This design comes from an exercise in tuning for small area, a short achievable clock period and few clock cycles per item on the open sky130 flow, not from production work. No run shown here included a check of the RTL's function; only the layout flow was run. Power is estimated from default activity; no workload was simulated.

File: flow/flow/run.sh
#!/bin/bash
# Own flow: the standard layout with buf_2 port buffers; after placement the
# output-port buffers (which drive only the port) are swapped to buf_1.
set -e
cp standard.sh standard_sh.log
cp config.mk config_mk.log
export BUFFER_PORTS_ARGS="-buffer_cell sky130_fd_sc_hd__buf_2"
bash standard.sh place > standard_place.log 2>&1
ODB=$PWD/orfs/results/$FLOW_PLATFORM/Datapath/base/3_place.odb openroad -no_init -exit flow/outbuf.tcl > outbuf.log 2>&1
bash standard.sh finish > standard.log 2>&1
File: flow/flow/outbuf.tcl
read_db $::env(ODB)
set block [ord::get_db_block]
set m [[ord::get_db] findMaster sky130_fd_sc_hd__buf_1]
set n 0
foreach inst [$block getInsts] {
  if {[string match "output*" [$inst getName]] && [[$inst getMaster] getName] eq "sky130_fd_sc_hd__buf_2"} {
    $inst swapMaster $m
    incr n
  }
}
puts "swapped $n output buffers"
write_db $::env(ODB)
File: flow/standard.sh
#!/bin/bash
# synth_recipe.tcl (not shown) runs the flow's synth.tcl, then flattens the netlist and writes it again
# the make line also repeats each setting of config.mk as NAME=value (left out here)
make -C /OpenROAD-flow-scripts/flow DESIGN_CONFIG=/design/flow/config.mk WORK_HOME=/design/flow/orfs CLKGATE_MAP_FILE= SYNTH_SCRIPT=/design/flow/synth_recipe.tcl "${@:-finish}"
File: flow/config.mk
export PLATFORM = sky130hd
export DESIGN_NAME = Datapath
export DESIGN_NICKNAME = Datapath
export VERILOG_FILES = /design/flow/design.v
export SDC_FILE = /design/flow/constraint.sdc
export NUM_CORES = 4
export LEC_CHECK = 0
export CAP_MARGIN = 20
export CORE_MARGIN = 2
export CORE_UTILIZATION = 40
export SLEW_MARGIN = 20
export SYNTH_HIERARCHICAL = 1
export SYNTH_MINIMUM_KEEP_SIZE = 0
File: flow/constraint.sdc
create_clock -name core_clock -period 5.0 [get_ports {clk}]
set_input_delay 1.0000 -clock core_clock [delete_from_list [all_inputs] [get_ports {clk}]]
set_output_delay 1.0000 -clock core_clock [all_outputs]
set_load 0.01 [all_outputs]
File: flow/design.v
module fa3 (input a, input b, input ci, output s, output co);
    assign s  = a ^ b ^ ci;
    assign co = (a & b) | (a & ci) | (b & ci);
endmodule
module pgi (input a, input b, output p, output g);
    assign p = a ^ b;
    assign g = ~(a | b);
endmodule
module xo2 (input a, input b, output y);
    assign y = a ^ b;
endmodule
module xn2 (input a, input b, output y);
    assign y = ~(a ^ b);
endmodule
module or2 (input a, input b, output y);
    assign y = a | b;
endmodule
module an2 (input a, input b, output y);
    assign y = a & b;
endmodule
module nd2 (input a, input b, output y);
    assign y = ~(a & b);
endmodule
module nr3 (input a, input b, input c, output y);
    assign y = ~(a | b | c);
endmodule
module inv1 (input a, output y);
    assign y = ~a;
endmodule
module mj3 (input a, input b, input c, output y);
    assign y = (a & b) | (a & c) | (b & c);
endmodule
module an2x (input a, input b, output y);
    assign y = a & b;
endmodule
module ao21 (input a, input b, input c, output y);
    assign y = (a & b) | c;
endmodule
module ha2 (input a, input b, output s, output co);
    assign s  = a ^ b;
    assign co = a & b;
endmodule
module Datapath #(parameter N = 8) (
    input  [N-1:0]   a_in,
    input  [N-1:0]   b_in,
    output [2*N-1:0] result,
    input            clk,
    input            reset,
    input            start,
    output           done
);
    reg done_r;
    always @(posedge clk or posedge reset) begin
        if (reset)
            done_r <= 1'b0;
        else if (start)
            done_r <= 1'b1;
    end
    assign done = done_r;
    wire p1, p2, p3, p4, p5, p6, p7, p8, p9, p10, p11, p12, p13, p14, p15, p16, p17, p18, p19, p20, p21, p22, p23, p24, p25, p26, p27, p28, p29, p30, p31, p32, p33, p34, p35, p36, p37, p38, p39, p40, p41, p42, p43, p44, p45, p46, p47, p48, p49, p50, p51, p52, p53, p54, p55, p56, p57, p58, p59, p60, p61, p62, p63, p64, s65, c66, s67, c68, s69, c70, s71, c72, s73, c74, s75, c76, s77, c78, s79, c80, s81, c82, s83, c84, s85, c86, s87, c88, s89, c90, s91, c92, s93, c94, s95, c96, s97, c98, s99, c100, s101, c102, s103, c104, s105, c106, s107, c108, s109, c110, s111, c112, s113, c114, s115, c116, s117, c118, s119, c120, s121, c122, s123, c124, s125, c126, s127, c128, s129, c130, s131, c132, s133, c134, s135, c136, s137, c138, s139, c140, s141, c142, s143, c144, s145, c146, s147, c148, s149, c150, s151, c152, s153, c154, s155, c156, s157, c158, s67x, s71x, s73x, s79x, s81x, s91x, s101x, s103x, s113x, s125x, s127x, s135x, s137x, s143x, s145x, s151x, pre_p11, pre_k11, pre_p12, pre_k12, pre_p13, pre_k13, pre_p14, pre_k14;
    assign p1 = a_in[0] & b_in[0];
    assign p2 = ~(a_in[0] & b_in[1]);
    assign p3 = ~(a_in[0] & b_in[2]);
    assign p4 = ~(a_in[0] & b_in[3]);
    assign p5 = ~(a_in[0] & b_in[4]);
    assign p6 = ~(a_in[0] & b_in[5]);
    assign p7 = ~(a_in[0] & b_in[6]);
    assign p8 = a_in[0] & b_in[7];
    assign p9 = ~(a_in[1] & b_in[0]);
    assign p10 = ~(a_in[1] & b_in[1]);
    assign p11 = ~(a_in[1] & b_in[2]);
    assign p12 = ~(a_in[1] & b_in[3]);
    assign p13 = ~(a_in[1] & b_in[4]);
    assign p14 = ~(a_in[1] & b_in[5]);
    assign p15 = ~(a_in[1] & b_in[6]);
    assign p16 = a_in[1] & b_in[7];
    assign p17 = ~(a_in[2] & b_in[0]);
    assign p18 = ~(a_in[2] & b_in[1]);
    assign p19 = ~(a_in[2] & b_in[2]);
    assign p20 = ~(a_in[2] & b_in[3]);
    assign p21 = ~(a_in[2] & b_in[4]);
    assign p22 = ~(a_in[2] & b_in[5]);
    assign p23 = ~(a_in[2] & b_in[6]);
    assign p24 = a_in[2] & b_in[7];
    assign p25 = ~(a_in[3] & b_in[0]);
    assign p26 = ~(a_in[3] & b_in[1]);
    assign p27 = ~(a_in[3] & b_in[2]);
    assign p28 = ~(a_in[3] & b_in[3]);
    assign p29 = ~(a_in[3] & b_in[4]);
    assign p30 = ~(a_in[3] & b_in[5]);
    assign p31 = ~(a_in[3] & b_in[6]);
    assign p32 = a_in[3] & b_in[7];
    assign p33 = ~(a_in[4] & b_in[0]);
    assign p34 = ~(a_in[4] & b_in[1]);
    assign p35 = ~(a_in[4] & b_in[2]);
    assign p36 = ~(a_in[4] & b_in[3]);
    assign p37 = ~(a_in[4] & b_in[4]);
    assign p38 = ~(a_in[4] & b_in[5]);
    assign p39 = ~(a_in[4] & b_in[6]);
    assign p40 = a_in[4] & b_in[7];
    assign p41 = ~(a_in[5] & b_in[0]);
    assign p42 = ~(a_in[5] & b_in[1]);
    assign p43 = ~(a_in[5] & b_in[2]);
    assign p44 = ~(a_in[5] & b_in[3]);
    assign p45 = ~(a_in[5] & b_in[4]);
    assign p46 = ~(a_in[5] & b_in[5]);
    assign p47 = ~(a_in[5] & b_in[6]);
    assign p48 = a_in[5] & b_in[7];
    assign p49 = ~(a_in[6] & b_in[0]);
    assign p50 = ~(a_in[6] & b_in[1]);
    assign p51 = ~(a_in[6] & b_in[2]);
    assign p52 = ~(a_in[6] & b_in[3]);
    assign p53 = ~(a_in[6] & b_in[4]);
    assign p54 = ~(a_in[6] & b_in[5]);
    assign p55 = ~(a_in[6] & b_in[6]);
    assign p56 = a_in[6] & b_in[7];
    assign p57 = a_in[7] & b_in[0];
    assign p58 = a_in[7] & b_in[1];
    assign p59 = a_in[7] & b_in[2];
    assign p60 = a_in[7] & b_in[3];
    assign p61 = a_in[7] & b_in[4];
    assign p62 = a_in[7] & b_in[5];
    assign p63 = a_in[7] & b_in[6];
    assign p64 = ~(a_in[7] & b_in[7]);
    xo2 us65 (.a(p2), .b(p9), .y(s65));
    or2 uc66 (.a(p2), .b(p9), .y(c66));
    xo2 us67x (.a(p3), .b(p10), .y(s67x));
    xo2 us67 (.a(s67x), .b(p17), .y(s67));
    mj3 uc68 (.a(p3), .b(p10), .c(p17), .y(c68));
    xo2 us69 (.a(c66), .b(s67), .y(s69));
    or2 uc70 (.a(c66), .b(s67), .y(c70));
    xo2 us71x (.a(p4), .b(p11), .y(s71x));
    xo2 us71 (.a(s71x), .b(p18), .y(s71));
    mj3 uc72 (.a(p4), .b(p11), .c(p18), .y(c72));
    xo2 us73x (.a(p25), .b(c68), .y(s73x));
    xo2 us73 (.a(s73x), .b(s71), .y(s73));
    mj3 uc74 (.a(p25), .b(c68), .c(s71), .y(c74));
    xo2 us75 (.a(c70), .b(s73), .y(s75));
    or2 uc76 (.a(c70), .b(s73), .y(c76));
    fa3 us77 (.a(p5), .b(p12), .ci(p19), .s(s77), .co(c78));
    xo2 us79x (.a(p26), .b(p33), .y(s79x));
    xo2 us79 (.a(s79x), .b(c72), .y(s79));
    mj3 uc80 (.a(p26), .b(p33), .c(c72), .y(c80));
    xo2 us81x (.a(s77), .b(s79), .y(s81x));
    xo2 us81 (.a(s81x), .b(c74), .y(s81));
    mj3 uc82 (.a(s77), .b(s79), .c(c74), .y(c82));
    xo2 us83 (.a(c76), .b(s81), .y(s83));
    or2 uc84 (.a(c76), .b(s81), .y(c84));
    fa3 us85 (.a(p6), .b(p13), .ci(p20), .s(s85), .co(c86));
    fa3 us87 (.a(p27), .b(p34), .ci(p41), .s(s87), .co(c88));
    fa3 us89 (.a(c78), .b(s85), .ci(s87), .s(s89), .co(c90));
    xo2 us91x (.a(c80), .b(s89), .y(s91x));
    xo2 us91 (.a(s91x), .b(c82), .y(s91));
    mj3 uc92 (.a(c80), .b(s89), .c(c82), .y(c92));
    xo2 us93 (.a(c84), .b(s91), .y(s93));
    or2 uc94 (.a(c84), .b(s91), .y(c94));
    fa3 us95 (.a(p7), .b(p14), .ci(p21), .s(s95), .co(c96));
    fa3 us97 (.a(p28), .b(p35), .ci(p42), .s(s97), .co(c98));
    fa3 us99 (.a(p49), .b(c86), .ci(c88), .s(s99), .co(c100));
    xo2 us101x (.a(s95), .b(s97), .y(s101x));
    xo2 us101 (.a(s101x), .b(c90), .y(s101));
    mj3 uc102 (.a(s95), .b(s97), .c(c90), .y(c102));
    xo2 us103x (.a(s99), .b(s101), .y(s103x));
    xo2 us103 (.a(s103x), .b(c92), .y(s103));
    mj3 uc104 (.a(s99), .b(s101), .c(c92), .y(c104));
    fa3 us105 (.a(p8), .b(p15), .ci(p22), .s(s105), .co(c106));
    fa3 us107 (.a(p29), .b(p36), .ci(p43), .s(s107), .co(c108));
    fa3 us109 (.a(p50), .b(p57), .ci(c96), .s(s109), .co(c110));
    fa3 us111 (.a(c98), .b(s105), .ci(s107), .s(s111), .co(c112));
    xo2 us113x (.a(s109), .b(c100), .y(s113x));
    xo2 us113 (.a(s113x), .b(s111), .y(s113));
    mj3 uc114 (.a(s109), .b(c100), .c(s111), .y(c114));
    xn2 us115 (.a(c102), .b(s113), .y(s115));
    or2 uc116 (.a(c102), .b(s113), .y(c116));
    ha2 us117 (.a(p16), .b(p23), .s(s117), .co(c118));
    fa3 us119 (.a(p30), .b(p37), .ci(p44), .s(s119), .co(c120));
    fa3 us121 (.a(p51), .b(p58), .ci(c106), .s(s121), .co(c122));
    fa3 us123 (.a(c108), .b(s117), .ci(s119), .s(s123), .co(c124));
    xo2 us125x (.a(c110), .b(s121), .y(s125x));
    xo2 us125 (.a(s125x), .b(c112), .y(s125));
    mj3 uc126 (.a(c110), .b(s121), .c(c112), .y(c126));
    xo2 us127x (.a(s123), .b(s125), .y(s127x));
    xo2 us127 (.a(s127x), .b(c114), .y(s127));
    mj3 uc128 (.a(s123), .b(s125), .c(c114), .y(c128));
    fa3 us129 (.a(p24), .b(p31), .ci(p38), .s(s129), .co(c130));
    fa3 us131 (.a(p45), .b(p52), .ci(p59), .s(s131), .co(c132));
    fa3 us133 (.a(c118), .b(c120), .ci(s129), .s(s133), .co(c134));
    xo2 us135x (.a(s131), .b(c122), .y(s135x));
    xo2 us135 (.a(s135x), .b(c124), .y(s135));
    mj3 uc136 (.a(s131), .b(c122), .c(c124), .y(c136));
    xo2 us137x (.a(s133), .b(c126), .y(s137x));
    xo2 us137 (.a(s137x), .b(s135), .y(s137));
    mj3 uc138 (.a(s133), .b(c126), .c(s135), .y(c138));
    fa3 us139 (.a(p32), .b(p39), .ci(p46), .s(s139), .co(c140));
    fa3 us141 (.a(p53), .b(p60), .ci(c130), .s(s141), .co(c142));
    xo2 us143x (.a(c132), .b(s139), .y(s143x));
    xo2 us143 (.a(s143x), .b(s141), .y(s143));
    mj3 uc144 (.a(c132), .b(s139), .c(s141), .y(c144));
    xo2 us145x (.a(c134), .b(s143), .y(s145x));
    xo2 us145 (.a(s145x), .b(c136), .y(s145));
    mj3 uc146 (.a(c134), .b(s143), .c(c136), .y(c146));
    fa3 us147 (.a(p40), .b(p47), .ci(p54), .s(s147), .co(c148));
    fa3 us149 (.a(p61), .b(c140), .ci(s147), .s(s149), .co(c150));
    xo2 us151x (.a(c142), .b(s149), .y(s151x));
    xo2 us151 (.a(s151x), .b(c144), .y(s151));
    mj3 uc152 (.a(c142), .b(s149), .c(c144), .y(c152));
    fa3 us153 (.a(p48), .b(p55), .ci(p62), .s(s153), .co(c154));
    fa3 us155 (.a(c148), .b(s153), .ci(c150), .s(s155), .co(c156));
    fa3 us157 (.a(p56), .b(p63), .ci(c154), .s(s157), .co(c158));
    xo2 upre_p11 (.a(c146), .b(s151), .y(pre_p11));
    an2 upre_k11 (.a(c146), .b(s151), .y(pre_k11));
    xo2 upre_p12 (.a(c152), .b(s155), .y(pre_p12));
    an2 upre_k12 (.a(c152), .b(s155), .y(pre_k12));
    xo2 upre_p13 (.a(c156), .b(s157), .y(pre_p13));
    an2 upre_k13 (.a(c156), .b(s157), .y(pre_k13));
    xo2 upre_p14 (.a(p64), .b(c158), .y(pre_p14));
    an2 upre_k14 (.a(p64), .b(c158), .y(pre_k14));
    reg r_p1, r_s65, r_s69, r_s75, r_s83, r_s93, r_c94, r_s103, r_s115, r_c104, r_c116, r_s127, r_c128, r_s137, r_c138, r_s145, r_pre_p11, r_pre_k11, r_pre_p12, r_pre_k12, r_pre_p13, r_pre_k13, r_pre_p14, r_pre_k14;
    always @(posedge clk) begin
        if (start) begin
            r_p1 <= p1;
            r_s65 <= s65;
            r_s69 <= s69;
            r_s75 <= s75;
            r_s83 <= s83;
            r_s93 <= s93;
            r_c94 <= c94;
            r_s103 <= s103;
            r_s115 <= s115;
            r_c104 <= c104;
            r_c116 <= c116;
            r_s127 <= s127;
            r_c128 <= c128;
            r_s137 <= s137;
            r_c138 <= c138;
            r_s145 <= s145;
            r_pre_p11 <= pre_p11;
            r_pre_k11 <= pre_k11;
            r_pre_p12 <= pre_p12;
            r_pre_k12 <= pre_k12;
            r_pre_p13 <= pre_p13;
            r_pre_k13 <= pre_k13;
            r_pre_p14 <= pre_p14;
            r_pre_k14 <= pre_k14;
        end
    end
    wire hp6, hk6;
    xo2 uhp6 (.a(r_c94), .b(r_s103), .y(hp6));
    an2 uhk6 (.a(r_c94), .b(r_s103), .y(hk6));
    wire hp7, hk7;
    xo2 uhp7 (.a(r_s115), .b(r_c104), .y(hp7));
    an2 uhk7 (.a(r_s115), .b(r_c104), .y(hk7));
    wire hp8, hk8;
    xo2 uhp8 (.a(r_c116), .b(r_s127), .y(hp8));
    an2 uhk8 (.a(r_c116), .b(r_s127), .y(hk8));
    wire hp9, hk9;
    xo2 uhp9 (.a(r_c128), .b(r_s137), .y(hp9));
    an2 uhk9 (.a(r_c128), .b(r_s137), .y(hk9));
    wire hp10, hk10;
    xo2 uhp10 (.a(r_c138), .b(r_s145), .y(hp10));
    an2 uhk10 (.a(r_c138), .b(r_s145), .y(hk10));
    wire q159 = (hk7 | hp7) & (hk7 | hk6);
    wire q160 = hp7 & hp6;
    wire q161 = (hk9 | hp9) & (hk9 | hk8);
    wire q162 = hp9 & hp8;
    wire q163 = (r_pre_k11 | r_pre_p11) & (r_pre_k11 | hk10);
    wire q164 = r_pre_p11 & hp10;
    wire q165 = (r_pre_k13 | r_pre_p13) & (r_pre_k13 | r_pre_k12);
    wire q166 = r_pre_p13 & r_pre_p12;
    wire q167 = (hk8 | hp8) & (hk8 | q159);
    wire q168 = hp8 & q160;
    wire q169 = (q161 | q162) & (q161 | q159);
    wire q170 = q162 & q160;
    wire q171 = (r_pre_k12 | r_pre_p12) & (r_pre_k12 | q163);
    wire q172 = r_pre_p12 & q164;
    wire q173 = (q165 | q166) & (q165 | q163);
    wire q174 = q166 & q164;
    wire q175 = (hk10 | hp10) & (hk10 | q169);
    wire q176 = hp10 & q170;
    wire q177 = (q163 | q164) & (q163 | q169);
    wire q178 = q164 & q170;
    wire q179 = (q171 | q172) & (q171 | q169);
    wire q180 = q172 & q170;
    wire q181 = (q173 | q174) & (q173 | q169);
    wire q182 = q174 & q170;
    wire q183 = (r_pre_k14 | r_pre_p14) & (r_pre_k14 | q181);
    wire q184 = r_pre_p14 & q182;
    wire q185 = hk6 | hp6;
    wire q186 = q159 | q160;
    wire q187 = q167 | q168;
    wire q188 = q169 | q170;
    wire q189 = q175 | q176;
    wire q190 = q177 | q178;
    wire q191 = q179 | q180;
    wire q192 = q181 | q182;
    wire q193 = q183 | q184;
    wire m1;
    xn2 ug1 (.a(hp7), .b(q185), .y(m1));
    wire m2;
    xn2 ug2 (.a(hp8), .b(q186), .y(m2));
    wire m3;
    xn2 ug3 (.a(hp9), .b(q187), .y(m3));
    wire m4;
    xn2 ug4 (.a(hp10), .b(q188), .y(m4));
    wire m5;
    xn2 ug5 (.a(r_pre_p11), .b(q189), .y(m5));
    wire m6;
    xn2 ug6 (.a(r_pre_p12), .b(q190), .y(m6));
    wire m7;
    xn2 ug7 (.a(r_pre_p13), .b(q191), .y(m7));
    wire m8;
    xn2 ug8 (.a(r_pre_p14), .b(q192), .y(m8));
    assign result = {q193, m8, m7, m6, m5, m4, m3, m2, m1, hp6, r_s93, r_s83, r_s75, r_s69, r_s65, r_p1};
endmodule
==> results of run 1 <==
## final cells by class
type | count | area [um2]
clock buffer | 4 | 45.0
timing repair buffer | 35 | 154
sequential | 25 | 746
tap | 77 | 96.3
fill | 626 | 3570
multi-input combinational | 193 | 1670
inverter | 1 | 3.75
## cell usage in the layout (no fill, tap or decap), types with 2 or more instances in the layout
cell,n
edfxtp_1,24
and2_1,24
clkbuf_8,3
xor2_1,46
maj3_2,16
nand2_1,50
buf_2,18
fa_1,24
or2_2,2
or2_1,6
buf_1,17
a21o_1,5
a21oi_1,2
xnor2_1,9
## modules after synthesis (local to each module, per instance)
| module | cell area, um2 | cells | times used | flip-flops and latches |
|---|---|---|---|---|
| Datapath | 1310 | 129 | 1 | 25 |
| fa3 | 20.0 | 1 | 24 | 0 |
| ha2 | 12.5 | 1 | 1 | 0 |
| mj3 | 11.3 | 1 | 16 | 0 |
| xn2 | 8.76 | 1 | 9 | 0 |
| xo2 | 8.76 | 1 | 46 | 0 |
| an2 | 6.26 | 1 | 9 | 0 |
| or2 | 6.26 | 1 | 6 | 0 |
## metal layers
layer / track usage (%) / wire, um
met4: 3.08 / 42
met1: 17.8 / 2020
met3: 0.692 / 159
met2: 20.2 / 1830
met5: 0 / 0
## stage by stage
stage               util (%)  instances  cell area, um2
floorplan                  -        240            2550
global route            43.2        335            2710
finish                  43.2        335            2710
global placement        42.8        331            2690
detailed placement      42.8        331            2690
CTS                     43.2        335            2710
## logic make-up (layout without fill, tap and decap cells)
group | Yosys count | after routing | share of synthesized area [%]
buffers and inverters | 22 | 40 | 5.59
adder cells (fa/ha/maj) | 41 | 41 | 26.4
XOR/XNOR | 55 | 55 | 18.9
AND/OR/NAND/NOR | 85 | 85 | 16.1
AO/OA/AOI/OAI | 12 | 12 | 3.87
flip-flops | 25 | 25 | 29.2
## path summary, 6_finish.rpt
path	endpoint	slack (ns)	depth (start not counted)
worst max-delay path	r_pre_k12$_DFFE_PP_	1.93	7
worst min-delay path	done_r$_DFFE_PP0P_	0.47	1
worst max register to register	done_r$_DFFE_PP0P_	4.23	1
worst min register to register	done_r$_DFFE_PP0P_	0.47	1
max in group asynchronous	done_r$_DFFE_PP0P_	4.35	2
min in group asynchronous	done_r$_DFFE_PP0P_	0.56	2
## report_power, final
group	total (mW)	internal [mW]	switching, mW	leakage, nW
combinational	0.606	0.280	0.326	0.724
sequential	0.348	0.316	0.0322	0.244
clock	0.110	0.0566	0.0532	0.0228
## cells in the mapped netlist (2+ instances only)
| master | number | area [um2] |
|---|---|---|
| fa_1 | 24 | 480 |
| nand2_1 | 50 | 188 |
| xor2_1 | 46 | 403 |
| a21o_1 | 5 | 37.5 |
| or2_2 | 2 | 12.5 |
| maj3_2 | 16 | 180 |
| edfxtp_1 | 24 | 721 |
| and2_1 | 24 | 150 |
| a21oi_1 | 2 | 10.0 |
| buf_4 | 16 | 120 |
| or2_1 | 6 | 37.5 |
| xnor2_1 | 9 | 78.8 |
| clkbuf_1 | 5 | 18.8 |
==> impl_metrics.json, run 1 <==
{
  "status": "no timing/DRC/antenna violations",
  "grt_pass1_wl_um": 7120,
  "hold_start": "done_r$_DFFE_PP0P_",
  "leakage_nw": 0.990,
  "critical_path_class": "in -> reg",
  "clock_skew_ns": 0,
  "ir_worst_vdd_v": 0.000191,
  "relSlewSlack_pct": 66.2,
  "viasPerCell": 4.80,
  "first_pass_iters": 4,
  "synthToLayoutAreaGrowth_pct": 6.12,
  "fin_nets": 303,
  "die_x_um": 83.9,
  "synth_cells": 240,
  "end_kind": "register",
  "path_clk_slew_ns": 0.08,
  "path_buf_inv": 1,
  "ctsRootBufferMaster": "clkbuf_8",
  "fin_crit_ns": 3.07,
  "power_mw": 1.06,
  "finalSetupViolCount": 0,
  "hold_ws_ns": 0.469,
  "grt.total_usage_pct": 12.3,
  "cts.repair.resized": 0,
  "netlist_area_um2": 2550,
  "die_h_um": 83.9,
  "crit_chain": "buf_2 -> and2_1 -> fa_1 -> fa_1 -> maj3_2 -> maj3_2 -> and2_1",
  "io_pins": 36,
  "grt_antenna_before_repair": 0,
  "drv_slew": 0,
  "clkLatencyLatePin_ns": 0.25,
  "cts.path.max_buffers": 2,
  "ant_nets": 0,
  "drive_above_1_share_pct": 17.1,
  "max_stage_delay_ns": 0.49,
  "grt_remaining_overflow": 0,
  "cts_tree": "built",
  "clkSinkCount": 25,
  "numCtsBuffers": 3,
  "hpwl_um": 3370,
  "synth_seq_area_share_pct": 29.2,
  "synth-edff-count": 24,
  "ys_ff_latch": 25,
  "dp_slack_ns": 1.64,
  "wirelength_um": 4050,
  "required_ns": 5.01,
  "synth-async-reset-ratio_pct": 4.00,
  "fmax_mhz": 325,
  "dieArea_um2": 7040,
  "ys_types": 24,
  "hold_path.class": "reg -> reg",
  "period_share_pct": 61.4,
  "grt_setup_unrepaired": "no",
  "cp_top_family": "adder cells",
  "tightest_slew_ns": 0.507,
  "crit_slowest_cell": "fa_1",
  "cts_max_level": 1,
  "synth_nets": 284,
  "initial_utilization_pct": 40.7,
  "io_buffers": 35,
  "routabilityCongestion": 0.883,
  "synth.avg_cell_area_um2": 10.6,
  "wl_per_cell_um": 12.1,
  "rows": 29,
  "n_antenna_cell": 0,
  "drt_iter0_markers": 62,
  "setup.worst_path.start_class": "input port",
  "worst_slack_ns": 1.93,
  "post-cts-setup-buffer-count": 0,
  "setup-tns-final_ns": 0,
  "yosysWarnings": 7,
  "drc": 0,
  "design.core.area_um2": 6280,
  "arrival_ns": 3.09,
  "grt_pass1_vias": 1542,
  "maxCapViolCount": 0,
  "routed-via-count": 1609,
  "worstSetupStartpoint": "a_in[2]",
  "worstPathMaxFanout": 8,
  "p_per_area_nw_per_um2": 393,
  "rr_startpoint": "done_r$_DFFE_PP0P_",
  "hold_violations": 0,
  "grt_max_degree": 26,
  "cts_hold_buf": 0,
  "synth-main-ff-cell": "edfxtp_1"
}
==> run 2: changes to the inputs <==
--- a/flow/design.v
+++ b/flow/design.v
@@ -57,7 +57,7 @@
             done_r <= 1'b1;
     end
     assign done = done_r;
-    wire p1, p2, p3, p4, p5, p6, p7, p8, p9, p10, p11, p12, p13, p14, p15, p16, p17, p18, p19, p20, p21, p22, p23, p24, p25, p26, p27, p28, p29, p30, p31, p32, p33, p34, p35, p36, p37, p38, p39, p40, p41, p42, p43, p44, p45, p46, p47, p48, p49, p50, p51, p52, p53, p54, p55, p56, p57, p58, p59, p60, p61, p62, p63, p64, s65, c66, s67, c68, s69, c70, s71, c72, s73, c74, s75, c76, s77, c78, s79, c80, s81, c82, s83, c84, s85, c86, s87, c88, s89, c90, s91, c92, s93, c94, s95, c96, s97, c98, s99, c100, s101, c102, s103, c104, s105, c106, s107, c108, s109, c110, s111, c112, s113, c114, s115, c116, s117, c118, s119, c120, s121, c122, s123, c124, s125, c126, s127, c128, s129, c130, s131, c132, s133, c134, s135, c136, s137, c138, s139, c140, s141, c142, s143, c144, s145, c146, s147, c148, s149, c150, s151, c152, s153, c154, s155, c156, s157, c158, s67x, s71x, s73x, s79x, s81x, s91x, s101x, s103x, s113x, s125x, s127x, s135x, s137x, s143x, s145x, s151x, pre_p11, pre_k11, pre_p12, pre_k12, pre_p13, pre_k13, pre_p14, pre_k14;
+    wire p1, p2, p3, p4, p5, p6, p7, p8, p9, p10, p11, p12, p13, p14, p15, p16, p17, p18, p19, p20, p21, p22, p23, p24, p25, p26, p27, p28, p29, p30, p31, p32, p33, p34, p35, p36, p37, p38, p39, p40, p41, p42, p43, p44, p45, p46, p47, p48, p49, p50, p51, p52, p53, p54, p55, p56, p57, p58, p59, p60, p61, p62, p63, p64, s65, c66, s67, c68, s69, c70, s71, c72, s73, c74, s75, c76, s77, c78, s79, c80, s81, c82, s83, c84, s85, c86, s87, c88, s89, c90, s91, c92, s93, c94, s95, c96, s97, c98, s99, c100, s101, c102, s103, c104, s105, c106, s107, c108, s109, c110, s111, c112, s113, c114, s115, c116, s117, c118, s119, c120, s121, c122, s123, c124, s125, c126, s127, c128, s129, c130, s131, c132, s133, c134, s135, c136, s137, c138, s139, c140, s141, c142, s143, c144, s145, c146, s147, c148, s149, c150, s151, c152, s153, c154, s155, c156, s157, c158, s67x, s71x, s73x, s79x, s81x, s91x, s101x, s103x, s113x, s125x, s127x, s135x, s137x, s143x, s145x, s151x, pre_p12, pre_k12, pre_p13, pre_k13, pre_p14, pre_k14;
     assign p1 = a_in[0] & b_in[0];
     assign p2 = ~(a_in[0] & b_in[1]);
     assign p3 = ~(a_in[0] & b_in[2]);
@@ -207,15 +207,13 @@
     fa3 us153 (.a(p48), .b(p55), .ci(p62), .s(s153), .co(c154));
     fa3 us155 (.a(c148), .b(s153), .ci(c150), .s(s155), .co(c156));
     fa3 us157 (.a(p56), .b(p63), .ci(c154), .s(s157), .co(c158));
-    xo2 upre_p11 (.a(c146), .b(s151), .y(pre_p11));
-    an2 upre_k11 (.a(c146), .b(s151), .y(pre_k11));
     xo2 upre_p12 (.a(c152), .b(s155), .y(pre_p12));
     an2 upre_k12 (.a(c152), .b(s155), .y(pre_k12));
     xo2 upre_p13 (.a(c156), .b(s157), .y(pre_p13));
     an2 upre_k13 (.a(c156), .b(s157), .y(pre_k13));
     xo2 upre_p14 (.a(p64), .b(c158), .y(pre_p14));
     an2 upre_k14 (.a(p64), .b(c158), .y(pre_k14));
-    reg r_p1, r_s65, r_s69, r_s75, r_s83, r_s93, r_c94, r_s103, r_s115, r_c104, r_c116, r_s127, r_c128, r_s137, r_c138, r_s145, r_pre_p11, r_pre_k11, r_pre_p12, r_pre_k12, r_pre_p13, r_pre_k13, r_pre_p14, r_pre_k14;
+    reg r_p1, r_s65, r_s69, r_s75, r_s83, r_s93, r_c94, r_s103, r_s115, r_c104, r_c116, r_s127, r_c128, r_s137, r_c138, r_s145, r_s151, r_c146, r_pre_p12, r_pre_k12, r_pre_p13, r_pre_k13, r_pre_p14, r_pre_k14;
     always @(posedge clk) begin
         if (start) begin
             r_p1 <= p1;
@@ -234,8 +232,8 @@
             r_s137 <= s137;
             r_c138 <= c138;
             r_s145 <= s145;
-            r_pre_p11 <= pre_p11;
-            r_pre_k11 <= pre_k11;
+            r_s151 <= s151;
+            r_c146 <= c146;
             r_pre_p12 <= pre_p12;
             r_pre_k12 <= pre_k12;
             r_pre_p13 <= pre_p13;
@@ -259,12 +257,15 @@
     wire hp10, hk10;
     xo2 uhp10 (.a(r_c138), .b(r_s145), .y(hp10));
     an2 uhk10 (.a(r_c138), .b(r_s145), .y(hk10));
+    wire hp11, hk11;
+    xo2 uhp11 (.a(r_s151), .b(r_c146), .y(hp11));
+    an2 uhk11 (.a(r_s151), .b(r_c146), .y(hk11));
     wire q159 = (hk7 | hp7) & (hk7 | hk6);
     wire q160 = hp7 & hp6;
     wire q161 = (hk9 | hp9) & (hk9 | hk8);
     wire q162 = hp9 & hp8;
-    wire q163 = (r_pre_k11 | r_pre_p11) & (r_pre_k11 | hk10);
-    wire q164 = r_pre_p11 & hp10;
+    wire q163 = (hk11 | hp11) & (hk11 | hk10);
+    wire q164 = hp11 & hp10;
     wire q165 = (r_pre_k13 | r_pre_p13) & (r_pre_k13 | r_pre_k12);
     wire q166 = r_pre_p13 & r_pre_p12;
     wire q167 = (hk8 | hp8) & (hk8 | q159);
@@ -303,7 +304,7 @@
     wire m4;
     xn2 ug4 (.a(hp10), .b(q188), .y(m4));
     wire m5;
-    xn2 ug5 (.a(r_pre_p11), .b(q189), .y(m5));
+    xn2 ug5 (.a(hp11), .b(q189), .y(m5));
     wire m6;
     xn2 ug6 (.a(r_pre_p12), .b(q190), .y(m6));
     wire m7;
==> run 2 against run 1 <==
Net effect: still clean on timing, DRC and antenna; setup slack gained 0.023 ns; sequential power shrank 2%; area after synthesis is the same; global-route usage grew 0.21 points; critical path type unchanged; critical endpoint is now r_pre_p12$_DFFE_PP_; largest power group unchanged.
==> impl_metrics.json, run 2 <==
{
  "synth_cells": 240,
  "drv_slew": 0,
  "rr_startpoint": "done_r$_DFFE_PP0P_",
  "clkLatencyLatePin_ns": 0.26,
  "grt.total_usage_pct": 12.5,
  "grt_pass1_wl_um": 7360,
  "regArea_um2": 746,
  "clkSinkCount": 25,
  "required_ns": 5.01,
  "hold_violations": 0,
  "synthToLayoutAreaGrowth_pct": 6.12,
  "yosysMostFrequentCell": "nand2_1",
  "ys_ff_latch": 25,
  "n_antenna_cell": 0,
  "drc": 0,
  "worstPathMaxFanout": 8,
  "die_h_um": 83.9,
  "wl_per_cell_um": 11.9,
  "arrival_ns": 3.06,
  "critical_path_class": "in -> reg",
  "regToRegEndpoint": "done_r$_DFFE_PP0P_",
  "io_pins": 36,
  "ys_top_cells_by_count": "nand2_1, xor2_1, and2_1, edfxtp_1, fa_1",
  "cts_hold_buf": 0,
  "post-cts-setup-buffer-count": 0,
  "leakage_nw": 0.993,
  "hpwl_um": 3380,
  "rrSetupSlack_ns": 4.22,
  "numCtsBuffers": 3,
  "grt_max_degree": 26,
  "fin_nets": 303,
  "dp_slack_ns": 1.66,
  "drt_iter0_markers": 24,
  "first_pass_iters": 2,
  "synth-async-reset-ratio_pct": 4.00,
  "period_share_pct": 61.0,
  "power_mw": 1.07,
  "routabilityCongestion": 0.897,
  "ant_nets": 0,
  "cts_tree": "built",
  "worst_slack_ns": 1.95,
  "netlist_area_um2": 2550,
  "cts_max_level": 1,
  "io_buffers": 35,
  "hold_ws_ns": 0.476,
  "end_kind": "register",
  "p_per_area_nw_per_um2": 394,
  "design.core.area_um2": 6280,
  "cts.repair.resized": 0,
  "tightest_slew_ns": 0.495,
  "fillCellCount": 638,
  "hold_path_depth": 1,
  "die_x_um": 83.9,
  "clock_skew_ns": 0,
  "synth.avg_cell_area_um2": 10.6,
  "maxCapViolCount": 0,
  "path_clk_slew_ns": 0.07,
  "grt_remaining_overflow": 0,
  "utilization_pct": 43.2,
  "synth-edff-count": 24,
  "status": "no timing/DRC/antenna violations",
  "final_common_cell": "nand2_1",
  "crit_chain": "buf_2 -> and2_1 -> fa_1 -> fa_1 -> maj3_2 -> maj3_2 -> xor2_1",
  "rows": 29,
  "fmax_mhz": 328,
  "cts.path.max_buffers": 2,
  "yosys.area.top_type": "edfxtp_1",
  "grt_pass1_vias": 1658,
  "synth-main-ff-cell": "edfxtp_1",
  "max_stage_delay_ns": 0.48,
  "synth_seq_area_share_pct": 29.2,
  "grt_antenna_before_repair": 0,
  "viasPerCell": 4.73,
  "routed-via-count": 1585,
  "dieArea_um2": 7040,
  "initial_utilization_pct": 40.7,
  "ir_worst_vdd_v": 0.000163,
  "setup.worst_path.start_class": "input port",
  "setup-tns-final_ns": 0,
  "ys_types": 24,
  "drive_above_1_share_pct": 17.1,
  "ff2ff_path_depth": 1,
  "synth_nets": 284,
  "finalSetupViolCount": 0,
  "hold_start": "done_r$_DFFE_PP0P_",
  "worstHoldEndpoint": "done_r$_DFFE_PP0P_",
  "fin_crit_ns": 3.05,
  "wirelength_um": 4000,
  "synth_top_cell_area_share_pct": 28.2,
  "yosysWarnings": 7,
  "grt_setup_unrepaired": "no",
  "hold_path.class": "reg -> reg",
  "crit_slowest_cell": "fa_1",
  "multi_input_area_um2": 1670,
  "ctsRootBufferMaster": "clkbuf_8",
  "synthTopCellsByArea": "edfxtp_1, fa_1, xor2_1",
  "layout_common_cells": "nand2_1, xor2_1, and2_1, fa_1, edfxtp_1",
  "relSlewSlack_pct": 67.0
}
==> run 2: cell counts in the layout (fill, tap and decap cells not counted) <==
Identical to the previous run, type by type.
==> run 2: final cells by class <==
| cell class | count | share of cell area [%] |
|---|---|---|
| Inverter | 1 | 0.139 |
| Tap cell | 77 | 3.55 |
| Sequential cell | 25 | 27.5 |
| Multi-Input combinational cell | 193 | 61.4 |
| Clock buffer | 4 | 1.66 |
| Timing Repair Buffer | 35 | 5.68 |
==> run 2: how the worst max path moves through the flow <==
stage / from / endpoint / slack, ns / cells past startpoint
3_5_place_dp: a_in[2] / r_pre_p12$_DFFE_PP_ / 1.66 / 7
6_report: a_in[2] / r_pre_p12$_DFFE_PP_ / 1.95 / 7
4_1_cts: a_in[2] / r_pre_p12$_DFFE_PP_ / 1.95 / 7
2_1_floorplan: a_in[2] / r_pre_k12$_DFFE_PP_ / 1.71 / 7
3_3_place_gp: a_in[2] / r_pre_k12$_DFFE_PP_ / 1.68 / 7
5_1_grt: a_in[0] / r_s127$_DFFE_PP_ / 1.86 / 8
==> run 2: kinds of logic after synthesis <==
group	share of synthesized area [%]
and+or+nand+nor	16.1
xor gates and xnor gates	18.9
adders and majority gates	26.4
DFF	29.2
buffers and inverters	5.59
AOI/OAI and AO/OA	3.87
==> run 2: per-stage QoR <==
stage,instances,cell area [um2]
5_1_grt,335,2710
3_5_place_dp,331,2690
6_report,335,2710
3_3_place_gp,331,2690
2_1_floorplan,240,2550
4_1_cts,335,2710
==> run 2: per-module statistics from Yosys, one instance, submodules excluded, excerpt <==
module	flops+latches	area (um2)
xn2	0	8.76
mj3	0	11.3
or2	0	6.26
fa3	0	20.0
ha2	0	12.5
an2	0	6.26
==> run 2: routing by layer <==
metal	wire [um]	vias to the layer above	GRT usage, %
li1	-	800	-
met2	1800	26	20.9
met4	70	0	4.84
met3	123	5	1.19
met1	2000	754	16.7
met5	0	-	0
==> run 2: critical path: cells and delay by family <==
kind	cells	cell delay [ns]
buffers and inverters	1	0.15
XOR/XNOR	1	0.15
AND/OR/NAND/NOR	1	0.18
adder cells (fa/ha/maj)	4	1.58
==> run 2: where the power goes <==
part / total, mW / switching [mW] / internal [mW]
clock: 0.112 / 0.0556 / 0.0569
combinational: 0.614 / 0.332 / 0.282
sequential: 0.341 / 0.0289 / 0.313

## static timing again, ports no longer ideal
In the flow no input, the clock included, has a driving cell. The finished layouts below were timed again as built, in two steps.
Step 1 (the two cells are an assumption about what drives the block):
set clk [get_ports {clk}]
set_driving_cell -lib_cell sky130_fd_sc_hd__clkbuf_16 $clk
set_driving_cell -lib_cell sky130_fd_sc_hd__buf_2 [delete_from_list [all_inputs] $clk]
Step 2 times the ports against the registers' clock, not the clock port: input delays grow and output delays shrink by t, the midpoint of the rising clock arrivals with the driver on.
a / b / c = ideal / step 1 / step 2; a / b = the first two.
run	t (ns)	setup WS [ns]	worst setup path after step 2
run 1	0.277	1.928 / 1.934 / 1.657	input to register
run 2	0.285	1.951 / 1.957 / 1.672	input to register
After both steps every run listed still meets setup and hold. For run 2, which loses most, drivers alone change the setup slack by +0.006 ns; drivers and shift together by -0.279 ns.
